Context: an optimization exercise on an open-source flow, tuned for small area and a short achievable clock period. The choices shown serve that exercise and are no tape-out recipe.
Only the layout flow was run in this run; the RTL was not checked for function there.
No activity file was given, so power comes from the tool's default toggle rates.

### flow/flow/run.sh
#!/bin/bash
# The standard layout, with buf_2 cells as the port buffers and timing
# repair aimed past the 10 ns constraint.
set -euo pipefail
bash standard.sh SETUP_SLACK_MARGIN=6 "BUFFER_PORTS_ARGS=-buffer_cell sky130_fd_sc_hd__buf_2" finish > standard.log 2>&1
### flow/standard.sh
#!/bin/bash
# synth_recipe.tcl (not shown) runs the flow's synth.tcl, then flattens the netlist and writes it again
# the make line also repeats each setting of config.mk as NAME=value (left out here)
make -C /OpenROAD-flow-scripts/flow DESIGN_CONFIG=/design/flow/config.mk WORK_HOME=/design/flow/orfs CLKGATE_MAP_FILE= SYNTH_SCRIPT=/design/flow/synth_recipe.tcl "${@:-finish}"
### flow/config.mk
export PLATFORM = sky130hd
export DESIGN_NAME = router_extended
export DESIGN_NICKNAME = router_extended
export VERILOG_FILES = /design/flow/design.v
export SDC_FILE = /design/flow/constraint.sdc
export NUM_CORES = 4
export LEC_CHECK = 0
export ABC_CLOCK_PERIOD_IN_PS = 1000
export CAP_MARGIN = 20
export CORE_MARGIN = 2
export CORE_UTILIZATION = 40
export CTS_BUF_LIST = sky130_fd_sc_hd__clkbuf_4 sky130_fd_sc_hd__clkbuf_8
export SLEW_MARGIN = 20
### flow/constraint.sdc
create_clock -name core_clock -period 10.0 [get_ports {clk}]
set_input_delay 2.0000 -clock core_clock [delete_from_list [all_inputs] [get_ports {clk}]]
set_output_delay 2.0000 -clock core_clock [all_outputs]
set_load 0.01 [all_outputs]
### flow/design.v
module step_dp (
  input  wire [16:0] h_n,
  input  wire [17:0] r0n,
  input  wire [17:0] r1n,
  input  wire [17:0] r2n,
  input  wire        ci_n,
  output wire [22:0] s
);
  wire t1 = ci_n ^ h_n[0] ^ r0n[0];
  wire t2 = (ci_n & h_n[0]) | (ci_n & r0n[0]) | (h_n[0] & r0n[0]);
  wire t3 = h_n[1] ^ r0n[1] ^ t2;
  wire t4 = (h_n[1] & r0n[1]) | (h_n[1] & t2) | (r0n[1] & t2);
  wire t5 = h_n[2] ^ r0n[2] ^ r1n[0];
  wire t6 = (h_n[2] & r0n[2]) | (h_n[2] & r1n[0]) | (r0n[2] & r1n[0]);
  wire t7 = h_n[3] ^ r0n[3] ^ r1n[1];
  wire t8 = (h_n[3] & r0n[3]) | (h_n[3] & r1n[1]) | (r0n[3] & r1n[1]);
  wire t9 = h_n[4] ^ r0n[4] ^ r1n[2];
  wire t10 = (h_n[4] & r0n[4]) | (h_n[4] & r1n[2]) | (r0n[4] & r1n[2]);
  wire t11 = r2n[0] ^ t8 ^ t9;
  wire t12 = (r2n[0] & t8) | (r2n[0] & t9) | (t8 & t9);
  wire t13 = h_n[5] ^ r0n[5] ^ r1n[3];
  wire t14 = (h_n[5] & r0n[5]) | (h_n[5] & r1n[3]) | (r0n[5] & r1n[3]);
  wire t15 = r2n[1] ^ t10 ^ t13;
  wire t16 = (r2n[1] & t10) | (r2n[1] & t13) | (t10 & t13);
  wire t17 = h_n[6] ^ r0n[6] ^ r1n[4];
  wire t18 = (h_n[6] & r0n[6]) | (h_n[6] & r1n[4]) | (r0n[6] & r1n[4]);
  wire t19 = r2n[2] ^ t14 ^ t17;
  wire t20 = (r2n[2] & t14) | (r2n[2] & t17) | (t14 & t17);
  wire t21 = h_n[7] ^ r0n[7] ^ r1n[5];
  wire t22 = (h_n[7] & r0n[7]) | (h_n[7] & r1n[5]) | (r0n[7] & r1n[5]);
  wire t23 = r2n[3] ^ t18 ^ t21;
  wire t24 = (r2n[3] & t18) | (r2n[3] & t21) | (t18 & t21);
  wire t25 = h_n[8] ^ r0n[8] ^ r1n[6];
  wire t26 = (h_n[8] & r0n[8]) | (h_n[8] & r1n[6]) | (r0n[8] & r1n[6]);
  wire t27 = r2n[4] ^ t22 ^ t25;
  wire t28 = (r2n[4] & t22) | (r2n[4] & t25) | (t22 & t25);
  wire t29 = h_n[9] ^ r0n[9] ^ r1n[7];
  wire t30 = (h_n[9] & r0n[9]) | (h_n[9] & r1n[7]) | (r0n[9] & r1n[7]);
  wire t31 = r2n[5] ^ t26 ^ t29;
  wire t32 = (r2n[5] & t26) | (r2n[5] & t29) | (t26 & t29);
  wire t33 = h_n[10] ^ r0n[10] ^ r1n[8];
  wire t34 = (h_n[10] & r0n[10]) | (h_n[10] & r1n[8]) | (r0n[10] & r1n[8]);
  wire t35 = r2n[6] ^ t30 ^ t33;
  wire t36 = (r2n[6] & t30) | (r2n[6] & t33) | (t30 & t33);
  wire t37 = h_n[11] ^ r0n[11] ^ r1n[9];
  wire t38 = (h_n[11] & r0n[11]) | (h_n[11] & r1n[9]) | (r0n[11] & r1n[9]);
  wire t39 = r2n[7] ^ t34 ^ t37;
  wire t40 = (r2n[7] & t34) | (r2n[7] & t37) | (t34 & t37);
  wire t41 = h_n[12] ^ r0n[12] ^ r1n[10];
  wire t42 = (h_n[12] & r0n[12]) | (h_n[12] & r1n[10]) | (r0n[12] & r1n[10]);
  wire t43 = r2n[8] ^ t38 ^ t41;
  wire t44 = (r2n[8] & t38) | (r2n[8] & t41) | (t38 & t41);
  wire t45 = h_n[13] ^ r0n[13] ^ r1n[11];
  wire t46 = (h_n[13] & r0n[13]) | (h_n[13] & r1n[11]) | (r0n[13] & r1n[11]);
  wire t47 = r2n[9] ^ t42 ^ t45;
  wire t48 = (r2n[9] & t42) | (r2n[9] & t45) | (t42 & t45);
  wire t49 = h_n[14] ^ r0n[14] ^ r1n[12];
  wire t50 = (h_n[14] & r0n[14]) | (h_n[14] & r1n[12]) | (r0n[14] & r1n[12]);
  wire t51 = r2n[10] ^ t46 ^ t49;
  wire t52 = (r2n[10] & t46) | (r2n[10] & t49) | (t46 & t49);
  wire t53 = h_n[15] ^ r0n[15] ^ r1n[13];
  wire t54 = (h_n[15] & r0n[15]) | (h_n[15] & r1n[13]) | (r0n[15] & r1n[13]);
  wire t55 = r2n[11] ^ t50 ^ t53;
  wire t56 = (r2n[11] & t50) | (r2n[11] & t53) | (t50 & t53);
  wire t57 = h_n[16] ^ r1n[14] ^ r2n[12];
  wire t58 = (h_n[16] & r1n[14]) | (h_n[16] & r2n[12]) | (r1n[14] & r2n[12]);
  wire t59 = r0n[16] ^ t54 ^ t57;
  wire t60 = (r0n[16] & t54) | (r0n[16] & t57) | (t54 & t57);
  wire t61 = r1n[15] ^ r2n[13] ^ r0n[17];
  wire t62 = (r1n[15] & r2n[13]) | (r1n[15] & r0n[17]) | (r2n[13] & r0n[17]);
  wire t63 = t58 ^ t61 ^ t60;
  wire t64 = (t58 & t61) | (t58 & t60) | (t61 & t60);
  wire t65 = r2n[14] ^ r1n[16] ^ t62;
  wire t66 = (r2n[14] & r1n[16]) | (r2n[14] & t62) | (r1n[16] & t62);
  wire t67 = r2n[15] ^ r1n[17] ^ t66;
  wire t68 = (r2n[15] & r1n[17]) | (r2n[15] & t66) | (r1n[17] & t66);
  wire t69 = ~t1;
  wire t70 = ~t3;
  wire t71 = ~(t5 | t4);
  wire t72 = t5 ^ t4;
  wire t73 = ~(t6 | t7);
  wire t74 = t6 ^ t7;
  wire t75 = ~t11;
  wire t76 = ~(t12 | t15);
  wire t77 = t12 ^ t15;
  wire t78 = ~(t16 | t19);
  wire t79 = t16 ^ t19;
  wire t80 = ~(t20 | t23);
  wire t81 = t20 ^ t23;
  wire t82 = ~(t24 | t27);
  wire t83 = t24 ^ t27;
  wire t84 = ~(t28 | t31);
  wire t85 = t28 ^ t31;
  wire t86 = ~(t32 | t35);
  wire t87 = t32 ^ t35;
  wire t88 = ~(t36 | t39);
  wire t89 = t36 ^ t39;
  wire t90 = ~(t40 | t43);
  wire t91 = t40 ^ t43;
  wire t92 = ~(t44 | t47);
  wire t93 = t44 ^ t47;
  wire t94 = ~(t48 | t51);
  wire t95 = t48 ^ t51;
  wire t96 = ~(t52 | t55);
  wire t97 = t52 ^ t55;
  wire t98 = ~(t56 | t59);
  wire t99 = t56 ^ t59;
  wire t100 = ~t63;
  wire t101 = ~(t65 | t64);
  wire t102 = t65 ^ t64;
  wire t103 = ~t67;
  wire t104 = ~(r2n[16] | t68);
  wire t105 = r2n[16] ^ t68;
  wire t106 = ~r2n[17];
  wire t107 = ~h_n[16];
  wire t108 = t72 & t70;
  wire t109 = t73 | (t74 & t71);
  wire t110 = t74 & t72;
  wire t111 = t75 & t73;
  wire t112 = t75 & t74;
  wire t113 = t77 & t75;
  wire t114 = t78 | (t79 & t76);
  wire t115 = t79 & t77;
  wire t116 = t80 | (t81 & t78);
  wire t117 = t81 & t79;
  wire t118 = t82 | (t83 & t80);
  wire t119 = t83 & t81;
  wire t120 = t84 | (t85 & t82);
  wire t121 = t85 & t83;
  wire t122 = t86 | (t87 & t84);
  wire t123 = t87 & t85;
  wire t124 = t88 | (t89 & t86);
  wire t125 = t89 & t87;
  wire t126 = t90 | (t91 & t88);
  wire t127 = t91 & t89;
  wire t128 = t92 | (t93 & t90);
  wire t129 = t93 & t91;
  wire t130 = t94 | (t95 & t92);
  wire t131 = t95 & t93;
  wire t132 = t96 | (t97 & t94);
  wire t133 = t97 & t95;
  wire t134 = t98 | (t99 & t96);
  wire t135 = t99 & t97;
  wire t136 = t100 & t98;
  wire t137 = t100 & t99;
  wire t138 = t102 & t100;
  wire t139 = t103 & t101;
  wire t140 = t103 & t102;
  wire t141 = t105 & t103;
  wire t142 = t106 & t104;
  wire t143 = t106 & t105;
  wire t144 = t107 & t106;
  wire t145 = t111 | (t112 & t71);
  wire t146 = t112 & t108;
  wire t147 = t76 | (t113 & t109);
  wire t148 = t113 & t110;
  wire t149 = t114 | (t115 & t111);
  wire t150 = t115 & t112;
  wire t151 = t116 | (t117 & t76);
  wire t152 = t117 & t113;
  wire t153 = t118 | (t119 & t114);
  wire t154 = t119 & t115;
  wire t155 = t120 | (t121 & t116);
  wire t156 = t121 & t117;
  wire t157 = t122 | (t123 & t118);
  wire t158 = t123 & t119;
  wire t159 = t124 | (t125 & t120);
  wire t160 = t125 & t121;
  wire t161 = t126 | (t127 & t122);
  wire t162 = t127 & t123;
  wire t163 = t128 | (t129 & t124);
  wire t164 = t129 & t125;
  wire t165 = t130 | (t131 & t126);
  wire t166 = t131 & t127;
  wire t167 = t132 | (t133 & t128);
  wire t168 = t133 & t129;
  wire t169 = t134 | (t135 & t130);
  wire t170 = t135 & t131;
  wire t171 = t136 | (t137 & t132);
  wire t172 = t137 & t133;
  wire t173 = t101 | (t138 & t134);
  wire t174 = t138 & t135;
  wire t175 = t139 | (t140 & t136);
  wire t176 = t140 & t137;
  wire t177 = t104 | (t141 & t101);
  wire t178 = t141 & t138;
  wire t179 = t142 | (t143 & t139);
  wire t180 = t143 & t140;
  wire t181 = t144 & t104;
  wire t182 = t144 & t141;
  wire t183 = t149 | (t150 & t71);
  wire t184 = t151 | (t152 & t109);
  wire t185 = t153 | (t154 & t145);
  wire t186 = t154 & t146;
  wire t187 = t155 | (t156 & t147);
  wire t188 = t156 & t148;
  wire t189 = t157 | (t158 & t149);
  wire t190 = t158 & t150;
  wire t191 = t159 | (t160 & t151);
  wire t192 = t160 & t152;
  wire t193 = t161 | (t162 & t153);
  wire t194 = t162 & t154;
  wire t195 = t163 | (t164 & t155);
  wire t196 = t164 & t156;
  wire t197 = t165 | (t166 & t157);
  wire t198 = t166 & t158;
  wire t199 = t167 | (t168 & t159);
  wire t200 = t168 & t160;
  wire t201 = t169 | (t170 & t161);
  wire t202 = t170 & t162;
  wire t203 = t171 | (t172 & t163);
  wire t204 = t172 & t164;
  wire t205 = t173 | (t174 & t165);
  wire t206 = t174 & t166;
  wire t207 = t175 | (t176 & t167);
  wire t208 = t176 & t168;
  wire t209 = t177 | (t178 & t169);
  wire t210 = t178 & t170;
  wire t211 = t179 | (t180 & t171);
  wire t212 = t180 & t172;
  wire t213 = t181 | (t182 & t173);
  wire t214 = t182 & t174;
  wire t215 = t189 | (t190 & t71);
  wire t216 = t191 | (t192 & t109);
  wire t217 = t193 | (t194 & t145);
  wire t218 = t195 | (t196 & t147);
  wire t219 = t197 | (t198 & t183);
  wire t220 = t199 | (t200 & t184);
  wire t221 = t201 | (t202 & t185);
  wire t222 = t202 & t186;
  wire t223 = t203 | (t204 & t187);
  wire t224 = t204 & t188;
  wire t225 = t205 | (t206 & t189);
  wire t226 = t206 & t190;
  wire t227 = t207 | (t208 & t191);
  wire t228 = t208 & t192;
  wire t229 = t209 | (t210 & t193);
  wire t230 = t210 & t194;
  wire t231 = t211 | (t212 & t195);
  wire t232 = t212 & t196;
  wire t233 = t213 | (t214 & t197);
  wire t234 = t214 & t198;
  wire t235 = t225 | (t226 & t71);
  wire t236 = t227 | (t228 & t109);
  wire t237 = t229 | (t230 & t145);
  wire t238 = t231 | (t232 & t147);
  wire t239 = t233 | (t234 & t183);
  wire t240 = t74 ^ t71;
  wire t241 = t75 ^ t109;
  wire t242 = t77 ^ t145;
  wire t243 = t79 ^ t147;
  wire t244 = t81 ^ t183;
  wire t245 = t83 ^ t184;
  wire t246 = t85 ^ t185;
  wire t247 = t87 ^ t187;
  wire t248 = t89 ^ t215;
  wire t249 = t91 ^ t216;
  wire t250 = t93 ^ t217;
  wire t251 = t95 ^ t218;
  wire t252 = t97 ^ t219;
  wire t253 = t99 ^ t220;
  wire t254 = t100 ^ t221;
  wire t255 = t102 ^ t223;
  wire t256 = t103 ^ t235;
  wire t257 = t105 ^ t236;
  wire t258 = t106 ^ t237;
  wire t259 = t107 ^ t238;
  assign s = {t259, t258, t257, t256, t255, t254, t253, t252, t251, t250, t249, t248, t247, t246, t245, t244, t243, t242, t241, t240, t72, t70, t69};
endmodule
`timescale 1ns/1ps
module ks_add #(
  parameter W = 18
)(
  input  wire [W-1:0] x,
  input  wire [W-1:0] y,
  output wire [W-1:0] s
);
  localparam N = (W > 16) ? 5 : (W > 8) ? 4 : (W > 4) ? 3 : (W > 2) ? 2 : 1;
  wire [W-1:0] g [0:N];
  wire [W-1:0] p [0:N];
  assign g[0] = x & y;
  assign p[0] = x ^ y;
  genvar l, i;
  generate
    for (l = 0; l < N; l = l + 1) begin : lvl
      for (i = 0; i < W; i = i + 1) begin : bit_
        if (i >= (1 << l)) begin : comb
          assign g[l+1][i] = g[l][i] | (p[l][i] & g[l][i-(1<<l)]);
          assign p[l+1][i] = p[l][i] & p[l][i-(1<<l)];
        end else begin : pass
          assign g[l+1][i] = g[l][i];
          assign p[l+1][i] = p[l][i];
        end
      end
    end
  endgenerate
  assign s = p[0] ^ {g[N][W-2:0], 1'b0};
endmodule
`timescale 1ns/1ps
module router_extended (
  input  wire        clk,
  input  wire        rst,
  input  wire        start,
  input  wire [2:0]  cond_sel,
  input  wire [3:0]  opcode,
  input  wire [15:0] op_a,
  input  wire [15:0] op_b,
  output reg         busy,
  output reg         done,
  output reg  [31:0] result
);
  wire f_bin = (opcode <= 4'd2);
  wire f_dec = (opcode >= 4'd3)   && (opcode <= 4'd5);
  wire f_duo = (opcode >= 4'd6) && (opcode <= 4'd8);
  reg [1:0] cls_in;
  always @(*) begin
    case (cond_sel)
      3'd0:    cls_in = f_bin ? 2'd0 : f_dec ? 2'd2 : 2'd1;
      3'd1:    cls_in = f_dec ? 2'd0 : 2'd1;
      3'd2:    cls_in = f_duo ? 2'd0 : f_bin ? 2'd1 : 2'd2;
      3'd4:    cls_in = (f_bin | f_dec) ? 2'd0 : 2'd1;
      default: cls_in = (f_bin | f_dec | f_duo) ? 2'd0 : 2'd2;
    endcase
  end
  reg  [1:0] cls;
  reg  [3:0] cnt;
  reg        idle;
  wire       last  = (cls == 2'd0) ? (cnt == 4'd2) :
                     (cls == 2'd1) ? (cnt == 4'd7) : (cnt == 4'd9);
  wire       load  = idle | ((cls == 2'd1) ? (cnt == 4'd4) : (cnt == 4'd6));
  always @(posedge clk) begin
    cls <= cls_in;
    if (rst) begin
      busy <= 1'b0;
      idle <= 1'b1;
      done <= 1'b0;
      cnt  <= 4'd0;
    end else begin
      done <= ~idle & last;
      if (idle) begin
        busy <= start;
        idle <= ~start;
        cnt  <= 4'd0;
      end else if (last) begin
        busy <= 1'b0;
        idle <= 1'b1;
      end else begin
        cnt <= cnt + 4'd1;
      end
    end
  end
  wire is_add = (opcode == 4'd0) || (opcode == 4'd3) || (opcode == 4'd6);
  wire is_sub = (opcode == 4'd1) || (opcode == 4'd4) || (opcode == 4'd7);
  wire [16:0] h_init = is_add ? {1'b0, op_b} : is_sub ? {1'b1, ~op_b} : 17'd0;
  wire [15:0] m_init = (opcode == 4'd2)   ? op_b  :
                       (opcode == 4'd5) ? 16'd10 :
                       (opcode == 4'd8)  ? 16'd3  :
                       (is_add | is_sub)         ? 16'd1  : 16'd0;
  function [8:0] dec(input [5:0] c);
    integer i;
    for (i = 0; i < 3; i = i + 1)
      dec[3*i +: 3] = {c[2*i+1] & c[2*i], c[2*i+1] & ~c[2*i], ~c[2*i+1] & c[2*i]};
  endfunction
  function [17:0] row(input [2:0] sel, input [15:0] a, input [17:0] a3);
    row = ({18{sel[0]}} & {2'b0, a}) |
          ({18{sel[1]}} & {1'b0, a, 1'b0}) |
          ({18{sel[2]}} & a3);
  endfunction
  reg  [15:0] a_r;      
  reg  [17:0] a3_r;     
  reg  [16:0] h_n;      
  reg  [8:0]  sel;      
  reg  [11:0] lb;       
  reg         ci_n;     
  wire        hs = ~h_n[16];
  wire [17:0] r0n = ~(row(sel[2:0], a_r, a3_r) | {hs, 17'd0});
  wire [17:0] r1n = ~(row(sel[5:3], a_r, a3_r) | {hs, hs, 16'd0});
  wire [17:0] r2n = ~(row(sel[8:6], a_r, a3_r) | {hs, hs, 16'd0});
  wire [17:0] a3;
  ks_add #(.W(18)) u_a3 (.x({2'b0, op_a}), .y({1'b0, op_a, 1'b0}), .s(a3));
  wire [22:0] s;
  step_dp u_dp (.h_n(h_n), .r0n(r0n), .r1n(r1n), .r2n(r2n), .ci_n(ci_n), .s(s));
  always @(posedge clk) begin
    a_r  <= op_a;
    a3_r <= a3;
    if (load) begin
      h_n  <= ~h_init;
      sel  <= dec(m_init[5:0]);
      lb   <= {2'b00, m_init[15:6]};
      ci_n <= ~is_sub;
    end else begin
      h_n  <= ~s[22:6];
      sel  <= dec(lb[5:0]);
      lb   <= {s[5:0], lb[11:6]};
      ci_n <= 1'b1;
    end
  end
  always @(posedge clk) begin
    if (rst)
      result <= 32'd0;
    else if (~idle & last)
      result <= {s[19:0], lb};
  end
endmodule
==> impl_results.html <==
<table>
<tr><th>Metric</th><th>Value</th></tr>
<tr><th colspan="2">Run status</th></tr>
<tr><td>Status</td><td>no timing/DRC/antenna violations</td></tr>
<tr><th colspan="2">Logic synthesis</th></tr>
<tr><td>Yosys top cell by area</td><td>sky130_fd_sc_hd__dfxtp_1</td></tr>
<tr><td>Synth unique cells</td><td>57</td></tr>
<tr><td>Portion of the post-synthesis area used by sequential elements</td><td>32.3%</td></tr>
<tr><td>Synth Instances</td><td>842</td></tr>
<tr><td>Dominant cell by count in the synthesized netlist</td><td>sky130_fd_sc_hd__dfxtp_1</td></tr>
<tr><td>Portion of synthesized cell area occupied by the leading cell type</td><td>32.3%</td></tr>
<tr><td>Netlist area before placement</td><td>0.00700 sq mm</td></tr>
<tr><td>Leading register cell type out of synthesis</td><td>sky130_fd_sc_hd__dfxtp_1</td></tr>
<tr><td>Net Count, Synth</td><td>954</td></tr>
<tr><td>Post-synth EDFFs</td><td>0</td></tr>
<tr><td>Most frequent cells after synthesis</td><td>sky130_fd_sc_hd__dfxtp_1, sky130_fd_sc_hd__nand2_1, sky130_fd_sc_hd__a21oi_1, sky130_fd_sc_hd__inv_1, sky130_fd_sc_hd__nor2_1</td></tr>
<tr><td>Number of synthesized register bits</td><td>113</td></tr>
<tr><td>Synth top area cells</td><td>sky130_fd_sc_hd__dfxtp_1, sky130_fd_sc_hd__fa_1, sky130_fd_sc_hd__a222oi_1</td></tr>
<tr><td>Synth async-reset ratio</td><td>0%</td></tr>
<tr><td>Yosys warning total</td><td>2</td></tr>
<tr><td>Mean Syn Cell Area</td><td>8.31 sq um</td></tr>
<tr><th colspan="2">Setup path</th></tr>
<tr><td>Kind of end point of the critical path</td><td>flip-flop</td></tr>
<tr><td>Crit path arrival time</td><td>4.16 ns</td></tr>
<tr><td>Critical Path Fanout Max</td><td>19</td></tr>
<tr><td>Startpoint-to-endpoint class of the critical path</td><td>flip-flop to flip-flop</td></tr>
<tr><td>Critical Path Start Type</td><td>flip-flop</td></tr>
<tr><td>CP Data Required Time</td><td>10.29 ns</td></tr>
<tr><th colspan="2">Cells and area</th></tr>
<tr><td>Net total in the final layout</td><td>1012</td></tr>
<tr><td>Final Util</td><td>46.8%</td></tr>
<tr><td>Fin area</td><td>0.00804 sq mm</td></tr>
<tr><td>Diodes inserted</td><td>0</td></tr>
<tr><td>Share of cells above drive strength 1</td><td>15.3%</td></tr>
<tr><td>Layout area overhead</td><td>14.8%</td></tr>
<tr><th colspan="2">Global routing</th></tr>
<tr><td>Antenna violations before repair</td><td>0</td></tr>
<tr><td>Wire length of the first global-routing pass</td><td>28600 um</td></tr>
<tr><td>Combined global-route utilization of all metal layers</td><td>19.7%</td></tr>
<tr><td>Via count of the first global-routing pass</td><td>5544</td></tr>
<tr><td>Pin count of the biggest net entering global routing</td><td>60</td></tr>
<tr><td>Leftover overflow at the end of global routing</td><td>0</td></tr>
<tr><th colspan="2">Drt</th></tr>
<tr><td>Drt first-iter violations</td><td>637</td></tr>
<tr><td>Drt wl/cell</td><td>15.5 um</td></tr>
<tr><td>Drt pass-1 iters</td><td>10</td></tr>
<tr><td>DR DRC count</td><td>0</td></tr>
<tr><td>Routed wire length</td><td>17700 um</td></tr>
<tr><td>Count of vias placed by the detailed router</td><td>6120</td></tr>
<tr><td>Per-cell via count in the routed design</td><td>5.38</td></tr>
<tr><td>Remaining number of nets flagged by the antenna check after routing</td><td>0</td></tr>
<tr><th colspan="2">Clock network</th></tr>
<tr><td>Cts bufs inserted</td><td>17</td></tr>
<tr><td>CTS root buf</td><td>sky130_fd_sc_hd__clkbuf_8</td></tr>
<tr><td>Total number of H-tree levels</td><td>4</td></tr>
<tr><td>Skew-Pair Late Insertion Delay</td><td>0.44 ns</td></tr>
<tr><td>Clock tree from TritonCTS</td><td>built</td></tr>
<tr><td>Clock-pin slew on the worst setup and hold paths</td><td>0.08 ns</td></tr>
<tr><td>Max Buffers Root-to-Sink</td><td>2</td></tr>
<tr><td>Clock tree sinks</td><td>113</td></tr>
<tr><th colspan="2">Placed design</th></tr>
<tr><td>Placer's final routability congestion estimate</td><td>0.842</td></tr>
<tr><td>Number of I/O port buffers</td><td>75</td></tr>
<tr><td>Placed wire-length estimate</td><td>13200 um</td></tr>
<tr><td>Cell Area, Placed</td><td>0.00752 sq mm</td></tr>
<tr><th colspan="2">Power</th></tr>
<tr><td>Standby leakage power</td><td>3.85 nW</td></tr>
<tr><td>VDD IR-drop max</td><td>94.0 uV</td></tr>
<tr><td>Cell Pwr Density</td><td>176 mW/mm^2</td></tr>
<tr><th colspan="2">Floorplan</th></tr>
<tr><td>Die H</td><td>136 um</td></tr>
<tr><td>Effective utilization at floorplan</td><td>40.8%</td></tr>
<tr><td>Die width</td><td>136 um</td></tr>
<tr><td>Core outline area</td><td>0.0172 sq mm</td></tr>
<tr><td>Site row count</td><td>48</td></tr>
<tr><td>Full die area</td><td>0.0186 sq mm</td></tr>
<tr><td>IO Count</td><td>76</td></tr>
<tr><th colspan="2">STA</th></tr>
<tr><td>Hold violation count in the final report</td><td>0</td></tr>
<tr><td>Worst slew pin tran</td><td>1.07 ns</td></tr>
<tr><td>Setup-violating endpoint count in the final report</td><td>0</td></tr>
<tr><td>Maximum clock frequency</td><td>259 MHz</td></tr>
<tr><td>Part of the cycle the worst path needs</td><td>38.7%</td></tr>
<tr><td>Skew final</td><td>0.0130 ns</td></tr>
<tr><td>Total Negative Setup Slacks</td><td>0 ns</td></tr>
<tr><td>Setup repair after global routing missed its margin</td><td>no</td></tr>
<tr><td>Min Clock Period, post-route</td><td>3.87 ns</td></tr>
<tr><td>Worst slew margin relative to its limit</td><td>28.7%</td></tr>
<tr><td>Max-slew violations</td><td>0</td></tr>
<tr><th colspan="2">Worst hold path</th></tr>
<tr><td>Hold WC Path Type</td><td>flip-flop to flip-flop</td></tr>
<tr><th colspan="2">Job</th></tr>
<tr><td>Max capacitance violation total</td><td>0</td></tr>
</table>
## cells by family after synthesis
| logic type | share of synthesized area, % |
|---|---|
| flops | 32.3 |
| fa+ha+maj | 16.5 |
| mux | 0.214 |
| buf+inv | 7.20 |
| compound gates | 22.5 |
| xor+xnor | 3.88 |
| simple gates | 17.4 |
## registers in the layout (all words and copies together) (netlist names), 2 cells and up
| signal | cells |
|---|---|
| a3_r | 18 |
| result | 32 |
| a_r | 15 |
| lb | 12 |
| h_n | 17 |
| sel | 9 |
| cls | 2 |
| cnt | 4 |
## cell usage in the layout (no fill, tap or decap), types with 7 or more instances in the layout
cell type and count:
sky130_fd_sc_hd__a31oi_1 7, sky130_fd_sc_hd__nor3_1 12, sky130_fd_sc_hd__nand3_1 25, sky130_fd_sc_hd__fa_1 36, sky130_fd_sc_hd__ha_1 31, sky130_fd_sc_hd__inv_1 87, sky130_fd_sc_hd__buf_4 9, sky130_fd_sc_hd__a222oi_1 45
sky130_fd_sc_hd__buf_2 76, sky130_fd_sc_hd__dfxtp_1 107, sky130_fd_sc_hd__nor2b_1 10, sky130_fd_sc_hd__xnor2_1 18, sky130_fd_sc_hd__nand3b_1 12, sky130_fd_sc_hd__xor2_1 12, sky130_fd_sc_hd__nand2_1 103, sky130_fd_sc_hd__clkbuf_8 17
sky130_fd_sc_hd__nor2_1 73, sky130_fd_sc_hd__o21ai_0 24, sky130_fd_sc_hd__a21oi_1 85, sky130_fd_sc_hd__a21o_1 12
## worst paths after layout
kind	start	to	slack, ns	cells after the start
hold / removal	lb[6]	lb[0]	0.44	2
setup / recovery	sel[8]	h_n[13]	6.13	12
hold reg to reg	lb[6]	lb[0]	0.44	2
setup reg to reg	sel[8]	h_n[13]	6.13	12
## layout make-up
type                    count  area, sq um
well taps                 225          282
fillers                  1757         9140
multi-input cells         596         4280
inverters                  87          327
clock inverters            14          180
repair buffers             85          448
clock buffers              18          241
flip-flops and latches    113         2270
## stage by stage
stage,worst slack [ns],power [mW],hold WS (ns),instances
2_1_floorplan,6.22,0.838,0.415,842
3_3_place_gp,5.94,0.951,0.436,1099
3_5_place_dp,5.89,0.951,0.436,1099
4_1_cts,6.01,1.42,0.448,1131
5_1_grt,5.96,1.51,0.464,1138
6_report,6.13,1.42,0.444,1138
## critical path, cell delays in order (launching register included)
cell,delay [ns]
sky130_fd_sc_hd__dfxtp_1,0.86
sky130_fd_sc_hd__a222oi_1,0.22
sky130_fd_sc_hd__fa_1,0.50
sky130_fd_sc_hd__fa_1,0.49
sky130_fd_sc_hd__inv_1,0.04
sky130_fd_sc_hd__ha_1,0.37
sky130_fd_sc_hd__a21oi_1,0.18
sky130_fd_sc_hd__o21ai_0,0.12
sky130_fd_sc_hd__a41oi_1,0.23
sky130_fd_sc_hd__a21oi_1,0.14
sky130_fd_sc_hd__nor2_1,0.19
sky130_fd_sc_hd__xor2_2,0.24
sky130_fd_sc_hd__a21oi_1,0.12
## layer usage
| metal | global-route usage [%] | part of all wire, % | vias to the layer above | routed length, um |
|---|---|---|---|---|
| li1 | - | - | 3085 | - |
| met1 | 29.8 | 52 | 2819 | 9150 |
| met2 | 27.8 | 41 | 197 | 7300 |
| met3 | 3.21 | 5.3 | 19 | 928 |
| met4 | 7.29 | 1.6 | 0 | 291 |
| met5 | 0 | 0 | - | 0 |
## where the power goes
group | switching [mW] | internal (mW) | total (mW)
combinational | 0.255 | 0.169 | 0.424
clock | 0.206 | 0.253 | 0.459
sequential | 0.0393 | 0.494 | 0.534
## what timing repair did
item | 4_1_cts | 5_1_grt
resized for setup | 1 | 13
endpoints found under the setup margin | 1 | 18
pin swaps | 0 | 6
buffers inserted | 0 | 7
hold buffers | 0 | 0

[static timing again, ports no longer ideal]
How much do the figures lean on ideal ports? The routed layout below was timed once more, with nothing changed but the port constraints. Step 1 (the two cells are an assumption about what drives the block):
set clk [get_ports {clk}]
set_driving_cell -lib_cell sky130_fd_sc_hd__clkbuf_16 $clk
set_driving_cell -lib_cell sky130_fd_sc_hd__buf_2 [delete_from_list [all_inputs] $clk]
Step 2 moves the port delays by t, midway between the first and last clock arrival at a register: inputs arrive t later, outputs are due t later. That takes back most of the time a late clock gives input paths. Slacks: ideal ports / drivers / drivers and shift; pairs: ideal ports / drivers.
t (ns): 0.473
setup slack, ns: 6.133 / 6.133 / 5.898
worst register clock-pin slew, ns: 0.08 / 0.08
After both steps this run still meets setup and hold. For this run, drivers alone change the setup slack by 0.000 ns; drivers and shift together by -0.235 ns.
